This design comes from an exercise in tuning for small area on the open sky130 flow, not from production work.
In this exercise RTL edits were held to simulation tests only and were not proved equivalent to the original.
No driver is modelled on the clock port, so clocking that relies on it looks cheaper here than on a real chip.
Power figures rest on the tool's default switching activity, not on a simulated workload.

==> inputs of zinc <==
==> flow/design.v (excerpt) <==
module uart_top (
    input  wire          clk,
    input  wire          rst,
    input  wire          rx,
    output reg           tx,
    output reg  [ 7:0]   addr_o,
    output reg           wen_o,
    output reg  [ 7:0]   wdata_o,
    output reg           ren_o,
    input  wire [ 7:0]   rdata_i,
    output wire          req_o,
    input  wire          gnt_i
);
Settings: LEC_CHECK=0, CAP_MARGIN=20, CORE_MARGIN=2, CORE_UTILIZATION=65, SLEW_MARGIN=20; clock period 10.0 ns.
standard.sh (not shown) runs the stock make flow with config.mk's settings and CLKGATE_MAP_FILE= SYNTH_SCRIPT=/design/flow/synth_recipe.tcl, a recipe that flattens the netlist after the stock synthesis.
==> flow/flow/run.sh <==
#!/bin/bash
# The standard ORFS layout (standard.sh), with these changes:
#  - synthesis: flow/synth.tcl, which is synth_recipe.tcl with ABC mapping the combinational
#    logic for area (flow/area.abc) instead of for speed; the flip-flops are mapped as in the
#    standard synthesis;
#  - port buffers use the smallest buffer cell (buf_1);
#  - the clock tree is built by flow/myclk.tcl (run as ORFS's PRE_CTS hook): the clock port
#    drives one root buffer that drives a 3x2 grid of leaf clock buffers, each driving the
#    flip-flops of its region; TritonCTS then finds no net left to buffer.
# The make output goes to standard.log; ORFS's per-step logs are under orfs/logs/.
set -euo pipefail
HERE=$(cd "$(dirname "$0")" && pwd)
export MY_ABC_SCRIPT="$HERE/area.abc"
export BUFFER_PORTS_ARGS="-buffer_cell sky130_fd_sc_hd__buf_1"
export PRE_CTS_TCL="$HERE/myclk.tcl"
export CTS_ARGS="-clk_nets clk -dont_use_dummy_load"
export MYCLK_NCOL=3 MYCLK_NROW=2 MYCLK_CELL=sky130_fd_sc_hd__clkbuf_8 MYCLK_ROOT=sky130_fd_sc_hd__clkbuf_4
bash standard.sh SYNTH_SCRIPT="$HERE/synth.tcl" finish > standard.log 2>&1
==> flow/flow/myclk.tcl <==
# Manual clock buffering (run as the PRE_CTS hook): the clock port drives one root buffer,
# which drives NCOL x NROW leaf clock buffers, each driving the flip-flops of one region.
proc envor {name def} { expr {[info exists ::env($name)] ? $::env($name) : $def} }
set ncol [envor MYCLK_NCOL 2]
set nrow [envor MYCLK_NROW 2]
set lcell [envor MYCLK_CELL sky130_fd_sc_hd__clkbuf_16]
set rcell [envor MYCLK_ROOT sky130_fd_sc_hd__clkbuf_4]
set block [ord::get_db_block]
set db [ord::get_db]
set clknet [$block findNet clk]
set sinks {}
foreach it [$clknet getITerms] {
  set loc [[$it getInst] getLocation]
  lappend sinks [list [lindex $loc 0] [lindex $loc 1] $it]
}
set root [odb::dbInst_create $block [$db findMaster $rcell] clkbuf_root]
set rnet [odb::dbNet_create $block clknet_root]
$rnet setSigType CLOCK
[$root findITerm A] connect $clknet
[$root findITerm X] connect $rnet
set sinks [lsort -integer -index 0 $sinks]
set n [llength $sinks]
set percol [expr {int(ceil(double($n) / $ncol))}]
set rx 0; set ry 0; set nl 0
for {set c 0} {$c < $ncol} {incr c} {
  set col [lsort -integer -index 1 [lrange $sinks [expr {$c * $percol}] [expr {($c + 1) * $percol - 1}]]]
  set m [llength $col]
  set perrow [expr {int(ceil(double($m) / $nrow))}]
  for {set r 0} {$r < $nrow} {incr r} {
    set grp [lrange $col [expr {$r * $perrow}] [expr {($r + 1) * $perrow - 1}]]
    if {[llength $grp] == 0} { continue }
    set name "clkbuf_leaf_${c}_${r}"
    set inst [odb::dbInst_create $block [$db findMaster $lcell] $name]
    set net [odb::dbNet_create $block "clknet_leaf_${c}_${r}"]
    $net setSigType CLOCK
    set sx 0; set sy 0
    foreach s $grp {
      set it [lindex $s 2]
      $it disconnect
      $it connect $net
      set sx [expr {$sx + [lindex $s 0]}]; set sy [expr {$sy + [lindex $s 1]}]
    }
    [$inst findITerm A] connect $rnet
    [$inst findITerm X] connect $net
    set cx [expr {$sx / [llength $grp]}]; set cy [expr {$sy / [llength $grp]}]
    $inst setLocation $cx $cy
    $inst setPlacementStatus PLACED
    set rx [expr {$rx + $cx}]; set ry [expr {$ry + $cy}]; incr nl
    puts "clock buffer $name ($lcell) drives [llength $grp] sinks at $cx $cy"
  }
}
$root setLocation [expr {$rx / $nl}] [expr {$ry / $nl}]
$root setPlacementStatus PLACED
Other scripts of this flow, unchanged in this note and not shown: flow/flow/area.abc, flow/flow/synth.tcl
==> inputs of cedar, as changes to zinc <==
--- a/flow/design.v
+++ b/flow/design.v
@@ -7,53 +7,57 @@
     output reg           wen_o,
     output reg  [ 7:0]   wdata_o,
     output reg           ren_o,
     input  wire [ 7:0]   rdata_i,
     output wire          req_o,
     input  wire          gnt_i
 );
     reg [11:0] bcnt;
+    reg        ce16;
     wire       bwrap = (bcnt >= 12'd2981);
-    wire       ce16  = (bcnt < 12'd144);
     always @(posedge clk) begin
-        if (rst) bcnt <= 12'd3125;
-        else     bcnt <= bcnt + (bwrap ? 12'd1115 : 12'd144);
+        if (rst) begin
+            bcnt <= 12'd0;
+            ce16 <= 1'b0;
+        end else begin
+            bcnt <= bcnt + (bwrap ? 12'd1115 : 12'd144);
+            ce16 <= bwrap;
+        end
     end
     reg [1:0] sync;
     reg [3:0] rcnt;
-    reg       rbusy;
-    reg [8:0] rsr;
+    reg [3:0] rs;
+    reg [7:0] rbuf;
     reg       rnext;
-    wire      rlast   = rsr[0];
+    wire      rbusy   = ~(rs[3] & rs[0]);
+    wire      rlast   = rs[3] & ~rs[0];
     wire      ce1_mid = (rcnt == 4'd7) & ce16;
     wire      ce1     = (rcnt == 4'd15) & ce16;
     always @(posedge clk) sync <= {sync[0], rx};
     always @(posedge clk) begin
         if (rst) begin
             rcnt <= 4'd0;
         end else if (ce16) begin
             if (rbusy | ~sync[1]) rcnt <= rcnt + 4'd1;
             else                  rcnt <= 4'd0;
         end
     end
     always @(posedge clk) begin
-        if (rst)
-            rbusy <= 1'b0;
-        else if (ce1_mid)
-            rbusy <= ~rbusy | ~rlast;
+        if (rst)          rs <= 4'd9;
+        else if (ce1_mid) rs <= rbusy ? rs + 4'd1 : 4'd0;
     end
     always @(posedge clk) begin
-        if (ce1_mid) rsr <= rbusy ? {sync[1], rsr[8:1]} : 9'h100;
+        if (rbusy & ce1_mid) rbuf <= {sync[1], rbuf[7:1]};
     end
     always @(posedge clk) begin
         if (rst) rnext <= 1'b0;
-        else     rnext <= rbusy & rlast & ce1;
+        else     rnext <= rlast & ce1;
     end
-    wire [7:0] rxd = rsr[8:1];
+    wire [7:0] rxd = rbuf;
     reg [3:0] ts;
     reg [3:0] tcnt;
     reg [7:0] tbuf;
     reg       next2tx;
     wire      t_idle   = ~ts[3] & ~ts[2] & (ts[1] ^ ts[0]);
     wire      tx_end_p = ~ts[3] & ~ts[2] & ~ts[1] & ts[0];
     wire      tce1     = (tcnt == 4'd15) & ce16;
     wire      t_stop   = (ts == 4'd0);
==> flow/flow/run.sh (replaced) <==
#!/bin/bash
# The standard ORFS layout (standard.sh), with these changes:
#  - synthesis: flow/synth.tcl, which is synth_recipe.tcl with ABC mapping the combinational
#    logic for area (flow/area.abc) instead of for speed; the flip-flops are mapped as in the
#    standard synthesis;
#  - port buffers use the smallest buffer cell (buf_1);
#  - the clock tree is built by flow/myclk.tcl (run as ORFS's PRE_CTS hook): the clock port
#    drives one root buffer that drives a 2x2 grid of leaf clock buffers, each driving the
#    flip-flops of its region; TritonCTS then finds no net left to buffer.
# The make output goes to standard.log; ORFS's per-step logs are under orfs/logs/.
set -euo pipefail
HERE=$(cd "$(dirname "$0")" && pwd)
export MY_ABC_SCRIPT="$HERE/area.abc"
export BUFFER_PORTS_ARGS="-buffer_cell sky130_fd_sc_hd__buf_1"
export PRE_CTS_TCL="$HERE/myclk.tcl"
export CTS_ARGS="-clk_nets clk -dont_use_dummy_load"
export MYCLK_NCOL=2 MYCLK_NROW=2 MYCLK_CELL=sky130_fd_sc_hd__clkbuf_16 MYCLK_ROOT=sky130_fd_sc_hd__clkbuf_4
bash standard.sh SYNTH_SCRIPT="$HERE/synth.tcl" finish > standard.log 2>&1
==> inputs of sierra, as changes to zinc <==
--- a/flow/design.v
+++ b/flow/design.v
@@ -7,21 +7,26 @@
     output reg           wen_o,
     output reg  [ 7:0]   wdata_o,
     output reg           ren_o,
     input  wire [ 7:0]   rdata_i,
     output wire          req_o,
     input  wire          gnt_i
 );
     reg [11:0] bcnt;
+    reg        ce16;
     wire       bwrap = (bcnt >= 12'd2981);
-    wire       ce16  = (bcnt < 12'd144);
     always @(posedge clk) begin
-        if (rst) bcnt <= 12'd3125;
-        else     bcnt <= bcnt + (bwrap ? 12'd1115 : 12'd144);
+        if (rst) begin
+            bcnt <= 12'd0;
+            ce16 <= 1'b0;
+        end else begin
+            bcnt <= bcnt + (bwrap ? 12'd1115 : 12'd144);
+            ce16 <= bwrap;
+        end
     end
     reg [1:0] sync;
     reg [3:0] rcnt;
     reg       rbusy;
     reg [8:0] rsr;
     reg       rnext;
     wire      rlast   = rsr[0];
     wire      ce1_mid = (rcnt == 4'd7) & ce16;
==> flow/flow/run.sh (replaced) <==
#!/bin/bash
# The standard ORFS layout (standard.sh), with these changes:
#  - synthesis: flow/synth.tcl, which is synth_recipe.tcl with ABC mapping the combinational
#    logic for area (flow/area.abc) instead of for speed, and with ADDER_MAP_FILE empty, so
#    that adders go to ABC as plain logic instead of to full/half-adder cells; the
#    flip-flops are mapped as in the standard synthesis;
#  - port buffers use the smallest buffer cell (buf_1);
#  - the clock tree is built by flow/myclk.tcl (run as ORFS's PRE_CTS hook): the clock port
#    drives one root buffer that drives a 3x2 grid of leaf clock buffers, each driving the
#    flip-flops of its region; TritonCTS then finds no net left to buffer.
# The make output goes to standard.log; ORFS's per-step logs are under orfs/logs/.
set -euo pipefail
HERE=$(cd "$(dirname "$0")" && pwd)
export MY_ABC_SCRIPT="$HERE/area.abc"
export BUFFER_PORTS_ARGS="-buffer_cell sky130_fd_sc_hd__buf_1"
export PRE_CTS_TCL="$HERE/myclk.tcl"
export CTS_ARGS="-clk_nets clk -dont_use_dummy_load"
export MYCLK_NCOL=3 MYCLK_NROW=2 MYCLK_CELL=sky130_fd_sc_hd__clkbuf_8 MYCLK_ROOT=sky130_fd_sc_hd__clkbuf_4
bash standard.sh SYNTH_SCRIPT="$HERE/synth.tcl" ADDER_MAP_FILE= finish > standard.log 2>&1
==> summary.txt <==
- Sequential share of layout area: sierra > cedar > zinc.
- The highest clock skew belongs to zinc, the lowest to cedar.
- Synthesized area, lowest first: sierra, zinc, cedar.
- Via count, lowest first: sierra, zinc, cedar.
- Against zinc, the clock power of cedar is higher by 11%.
==> figures <==
FILL cells: cedar 619; sierra 576; zinc 604
Met2 track demand over resource: cedar 0.4287; sierra 0.3926; zinc 0.4234
Total Die Area: cedar 8635 µm²; sierra 8011 µm²; zinc 8522 µm²
Wire length of the first global-routing pass: cedar 18,110 µm; sierra 16,060 µm; zinc 17,550 µm
Status: cedar timing/DRC/antenna clean; sierra timing/DRC/antenna clean; zinc timing/DRC/antenna clean
DP Area: cedar 5398 µm²; sierra 5007 µm²; zinc 5345 µm²
Clock power frac: cedar 0.288; sierra 0.273; zinc 0.209
Sequential cell area fraction in the yosys report: cedar 0.5102; sierra 0.5456; zinc 0.5074
Clock transition at path regs: cedar 0.11 ns; sierra 0.11 ns; zinc 0.12 ns
Fmax: cedar 269.5 MHz; sierra 314.6 MHz; zinc 315.7 MHz
Post-route met1 wirelength: cedar 5121 µm; sierra 4688 µm; zinc 4679 µm

-- separate check: timing with driven ports --
No port has a modelled driver above. Below, the same layouts with a new extraction and two added sets of constraints.
Step 1 (the two cells are an assumption about what drives the block):
set clk [get_ports {clk}]
set_driving_cell -lib_cell sky130_fd_sc_hd__clkbuf_16 $clk
set_driving_cell -lib_cell sky130_fd_sc_hd__buf_2 [delete_from_list [all_inputs] $clk]
Step 2 also shifts input and output timing later by t, the mid clock arrival at the registers, as if the neighbouring blocks saw the same clock.
Three values: ideal ports, drivers, drivers and shift; two values: the first two.
run | shift t [ns] | setup WS [ns] | worst setup path after step 2 | pins driven straight from the clock port
zinc | 0.463 | 6.832 / 6.804 / 6.419 | input to register | 1
cedar | 0.466 | 6.290 / 6.290 / 6.206 | input to register | 1
sierra | 0.470 | 6.822 / 6.830 / 6.361 | input to register | 1
After both steps every run listed still meets setup and hold. The setup slack of sierra, which loses most, moves by +0.008 ns with the drivers and by -0.461 ns with both steps.
